What follows belongs to an exercise in optimizing a design on an open flow for small area; a production flow would make more cautious choices.
At most, simulation tests tie the RTL to the original design; equivalence was not proved.
No activity file was given, so power comes from the tool's default toggle rates. The flow treats the clock pin as an ideal source, which a real chip does not have.

Setup of oak:
==> flow/design.v <==
module crc_10(
  input  [47:0] data_in,
  output [3:0]  crc_out);
  assign crc_out[0] =   ^(data_in & 48'h46b7d98b821f);
  assign crc_out[1] = ~(^(data_in & 48'hcbd86a9c8621));
  assign crc_out[2] =   ^(data_in & 48'h97b0d5390c42);
  assign crc_out[3] =   ^(data_in & 48'h2f61aa721884);
endmodule
module mac_table_ram (
    input  wire        clk,
    input  wire        rst_n,
    input  wire [3:0]  idx,        
    input  wire [47:0] mac,        
    input  wire [2:0]  port,       
    input  wire        we_nx,      
    input  wire        keep_v,     
    input  wire        flag_we,    
    input  wire        port_cap,   
    output wire        rd_valid,   
    output reg  [2:0]  rd_port,    
    input  wire        age,        
    input  wire [3:0]  age_addr
);
localparam W = 47;   
wire [43:0] key = {mac[47:8], mac[4], mac[2:0]};
wire [3:0]  ext = {mac[7], mac[6], mac[5], mac[3]};
reg  [16*W-1:0] ring;
reg  [3:0]      pos;
reg  [3:0]      ext15;
reg  [15:0]     valid;
reg  [15:0]     seen;
reg  [3:0]      wr;          
reg  [3:0]      hold;        
wire [3:0] slot    = pos - idx;
wire [3:0] slot_nx = slot + 4'd1;
wire [3:0] wr_nx   = {4{we_nx && slot_nx[1:0] == 2'd0}} & (4'd1 << slot_nx[3:2]);
always @(posedge clk or negedge rst_n) begin
    if (!rst_n) begin
        pos  <= 4'd0;
        wr   <= 4'd0;
        hold <= 4'hf;
    end else begin
        pos  <= pos + 4'd1;
        wr   <= wr_nx;
        hold <= ~wr_nx;
    end
end
wire [43:0] cur = ({44{wr[0]}} & ring[ 0*W +: 44]) | ({44{wr[1]}} & ring[ 4*W +: 44]) |
                  ({44{wr[2]}} & ring[ 8*W +: 44]) | ({44{wr[3]}} & ring[12*W +: 44]);
wire match = (cur == key) && (idx != 4'd15 || ext15 == ext);
wire [3:0] wr_port = wr & {4{!(keep_v && match)}};
wire [3:0] hold_port = hold | (wr & {4{keep_v && match}});
integer x;
always @(posedge clk) begin
    for (x = 0; x < 16; x = x + 1) begin
        if (x % 4 == 0) begin
            ring[((x + 1) % 16)*W +: 44] <= ({44{wr[x / 4]}} & key) |
                                            ({44{hold[x / 4]}} & ring[x*W +: 44]);
            ring[((x + 1) % 16)*W + 44 +: 3] <= ({3{wr_port[x / 4]}} & port) |
                                                ({3{hold_port[x / 4]}} & ring[x*W + 44 +: 3]);
        end
        else
            ring[((x + 1) % 16)*W +: W] <= ring[x*W +: W];
    end
    if (|wr && idx == 4'd15)
        ext15 <= ext;
end
reg [2:0] slot_port;
always @(*) begin
    slot_port = 3'd0;
    for (x = 0; x < 16; x = x + 1)
        if (slot == x)
            slot_port = ring[x*W + 44 +: 3];
end
always @(posedge clk)
    if (port_cap)
        rd_port <= slot_port;
wire [15:0] sel  = 16'd1 << idx;
wire [15:0] asel = 16'd1 << age_addr;
always @(posedge clk or negedge rst_n) begin
    if (!rst_n) begin
        valid <= 16'd0;
        seen  <= 16'd0;
    end else begin
        for (x = 0; x < 16; x = x + 1) begin
            if (flag_we && sel[x]) begin
                valid[x] <= 1'b1;
                seen[x]  <= 1'b1;
            end else if (age && asel[x]) begin
                valid[x] <= seen[x];
                seen[x]  <= 1'b0;
            end
        end
    end
end
assign rd_valid = valid[idx];
endmodule
module mac_addr#(
    parameter OLD_TIME = 16'd1500,
    parameter AW = 4, 
    parameter TABLE_END = 10'd1 << AW 
)
(
    input wire sys_clk,
    input wire sys_rst_n,
    input wire mac_addr_en,
    input wire [47:0] D_mac,
    input wire [47:0] S_mac,
    input wire [2:0] S_port_num,
    output wire [2:0] D_port_num,
    output wire D_port_num_en,
    output wire flooding
);
localparam [3:0] IDLE = 4'd0, HASH = 4'd1, S1 = 4'd2, S2 = 4'd3, S3 = 4'd4,
                 FLOOD = 4'd5, W1 = 4'd6, W2 = 4'd7, W3 = 4'd8, W4 = 4'd9;
reg [3:0] st;
reg [3:0] st_nx;
reg       vsnap;         
reg       skip_q;        
wire bcast = &D_mac;
always @(*) begin
    case (st)
        IDLE:    st_nx = mac_addr_en ? (bcast ? FLOOD : HASH) : IDLE;
        S3:      st_nx = vsnap ? W1 : FLOOD;
        W4:      st_nx = IDLE;
        default: st_nx = st + 4'd1;
    endcase
end
always @(posedge sys_clk or negedge sys_rst_n) begin
    if (!sys_rst_n)
        st <= IDLE;
    else
        st <= st_nx;
end
assign flooding      = (st == FLOOD);
assign D_port_num_en = (st == S3) && vsnap;
wire        dphase = (st == HASH) || (st == S1);
wire [3:0]  h;
crc_10 crc_10_inst(
    .data_in (dphase ? D_mac : S_mac),
    .crc_out (h)
);
wire [3:0] idx = (!dphase && bcast) ? 4'd15 : h;
reg  [1:0] sub;
reg  [9:0] grp;
wire [9:0] grp_inc = grp + 10'd1;
always @(posedge sys_clk or negedge sys_rst_n) begin
    if (!sys_rst_n) begin
        sub <= 2'd0;
        grp <= 10'd508;
    end else if (sub == 2'd2) begin
        sub <= 2'd0;
        grp <= (grp == 10'd1023) ? 10'd508 : grp_inc;
    end else
        sub <= sub + 2'd1;
end
wire age = (&grp[9:4]) && (sub == 2'd2);
wire [9:0] grp_inc2 = grp + 10'd2;
wire skip_nx = (sub == 2'd0 && (&grp_inc[9:4]) && grp_inc[3:0] == idx) ||
               (sub == 2'd2 && (&grp_inc2[9:4]) && grp_inc2[3:0] == idx);
wire nx_w1 = (st == S3 && vsnap) || (st == FLOOD);
wire nx_w  = nx_w1 || (st == W1) || (st == W2) || (st == W3);
wire rd_valid;
always @(posedge sys_clk or negedge sys_rst_n) begin
    if (!sys_rst_n) begin
        vsnap  <= 1'b0;
        skip_q <= 1'b0;
    end else begin
        if (st == S1 || st == W1)
            vsnap <= rd_valid;
        if (nx_w1)
            skip_q <= skip_nx;
    end
end
mac_table_ram mac_table_ram_inst (
    .clk      (sys_clk),
    .rst_n    (sys_rst_n),
    .idx      (idx),
    .mac      (S_mac),
    .port     (S_port_num),
    .we_nx    (nx_w && !(nx_w1 ? skip_nx : skip_q)),
    .keep_v   ((st == W1) ? rd_valid : vsnap),
    .flag_we  ((st == W4) && !skip_q),
    .port_cap (st == S1),
    .rd_valid (rd_valid),
    .rd_port  (D_port_num),
    .age      (age),
    .age_addr (grp[3:0])
);
endmodule
clock: 10.0 ns
lec_check: 0
cap_margin: 20
core_margin: 2
core_utilization: 50
slew_margin: 20
standard.sh (not shown) runs the stock make flow with config.mk's settings and CLKGATE_MAP_FILE= SYNTH_SCRIPT=/design/flow/synth_recipe.tcl, a recipe that flattens the netlist after the stock synthesis.
==> flow/flow/run.sh <==
#!/bin/bash
# The standard layout (standard.sh: the standard flow's synthesis and ORFS flow) with two
# changes: the port buffers are the smallest buffer (buf_1), and clock tree
# synthesis uses larger sink clusters and no dummy loads.
set -e
export BUFFER_PORTS_ARGS="-buffer_cell sky130_fd_sc_hd__buf_1"
export CTS_ARGS="-sink_clustering_enable -repair_clock_nets -sink_clustering_size 30 -sink_clustering_max_diameter 100 -buf_list sky130_fd_sc_hd__clkbuf_16 -dont_use_dummy_load"
bash standard.sh > standard.log 2>&1
oak | status: complete | timing, DRC, antenna: pass
Setup changes, oak to pine
==> flow/design.v, changed modules only <==
module mac_table_ram (
    input  wire        clk,
    input  wire        rst_n,
    input  wire [3:0]  idx,        
    input  wire [47:0] mac,        
    input  wire [2:0]  port,       
    input  wire        we_nx,      
    input  wire        keep_v,     
    input  wire        flag_we,    
    input  wire        port_cap,   
    output wire        rd_valid,   
    output reg  [2:0]  rd_port,    
    input  wire        age,        
    input  wire [3:0]  age_addr
);
localparam W = 47;   
wire [43:0] key = {mac[47:8], mac[4], mac[2:0]};
wire [3:0]  ext = {mac[7], mac[6], mac[5], mac[3]};
reg  [16*W-1:0] ring;
reg  [3:0]      pos;
reg  [3:0]      ext15;
reg  [15:0]     valid;
reg  [15:0]     seen;
reg  [3:0]      wr;          
wire [3:0] slot    = pos - idx;
wire [3:0] slot_nx = slot + 4'd1;
wire [3:0] wr_nx   = {4{we_nx && slot_nx[1:0] == 2'd0}} & (4'd1 << slot_nx[3:2]);
always @(posedge clk or negedge rst_n) begin
    if (!rst_n) begin
        pos <= 4'd0;
        wr  <= 4'd0;
    end else begin
        pos <= pos + 4'd1;
        wr  <= wr_nx;
    end
end
wire [W-1:0] cur = ({W{wr[0]}} & ring[ 0*W +: W]) | ({W{wr[1]}} & ring[ 4*W +: W]) |
                   ({W{wr[2]}} & ring[ 8*W +: W]) | ({W{wr[3]}} & ring[12*W +: W]);
wire match = (cur[43:0] == key) && (idx != 4'd15 || ext15 == ext);
wire [2:0] new_port = (keep_v && match) ? cur[46:44] : port;
integer x;
always @(posedge clk) begin
    for (x = 0; x < 16; x = x + 1) begin
        if (x % 4 == 0 && wr[x / 4])
            ring[((x + 1) % 16)*W +: W] <= {new_port, key};
        else
            ring[((x + 1) % 16)*W +: W] <= ring[x*W +: W];
    end
    if (|wr && idx == 4'd15)
        ext15 <= ext;
end
reg [2:0] slot_port;
always @(*) begin
    slot_port = 3'd0;
    for (x = 0; x < 16; x = x + 1)
        if (slot == x)
            slot_port = ring[x*W + 44 +: 3];
end
always @(posedge clk)
    if (port_cap)
        rd_port <= slot_port;
wire [15:0] sel  = 16'd1 << idx;
wire [15:0] asel = 16'd1 << age_addr;
always @(posedge clk or negedge rst_n) begin
    if (!rst_n) begin
        valid <= 16'd0;
        seen  <= 16'd0;
    end else begin
        for (x = 0; x < 16; x = x + 1) begin
            if (flag_we && sel[x]) begin
                valid[x] <= 1'b1;
                seen[x]  <= 1'b1;
            end else if (age && asel[x]) begin
                valid[x] <= seen[x];
                seen[x]  <= 1'b0;
            end
        end
    end
end
assign rd_valid = valid[idx];
endmodule
### Flow results
Summary of pine over oak: final critical delay including setup and external delays has increased, initial cell density of the core closely matched the old numbers, number of cells on the worst reg-to-reg path now sits higher. pine and oak ended up with roughly the same die area. pine completed end to end with timing, DRC and antenna clean. Of the two candidates, oak has the worse wire length and pine the better one. Of the two candidates, oak has the better total leakage power and pine the worse one. For pine, the highest-delay cell along the critical path was xor2_2, unlike oak, where it was fa_1.
For pine, only the layout was checked, not whether the RTL still works.

re-timing with driven ports:
The results above use ideal ports. As a check the final layouts listed here were re-extracted and re-timed, cells and wires unchanged. Step 1, drivers: a clkbuf_16 drives sys_clk and a buf_2 each remaining input, both assumed. Step 2 times the ports against the registers' clock, not the clock port: input delays grow and output delays shrink by t, the midpoint of the rising clock arrivals with the driver on. Slacks: ideal ports / drivers / drivers and shift; pairs: ideal ports / drivers.
run | shift t [ns] | setup WS [ns] | worst hold slack (ns) | worst setup path after step 2 | worst slew at a driven data input, ns
oak | 0.664 | 3.651 / 3.671 / 3.007 | 0.278 / 0.278 / 0.278 | input to register | 0.10
pine | 0.649 | 3.452 / 3.483 / 2.835 | 0.291 / 0.291 / 0.291 | input to register | 0.09
After both steps every run listed still meets setup and hold. For oak, which loses most, drivers alone change the setup slack by +0.020 ns; drivers and shift together by -0.644 ns.
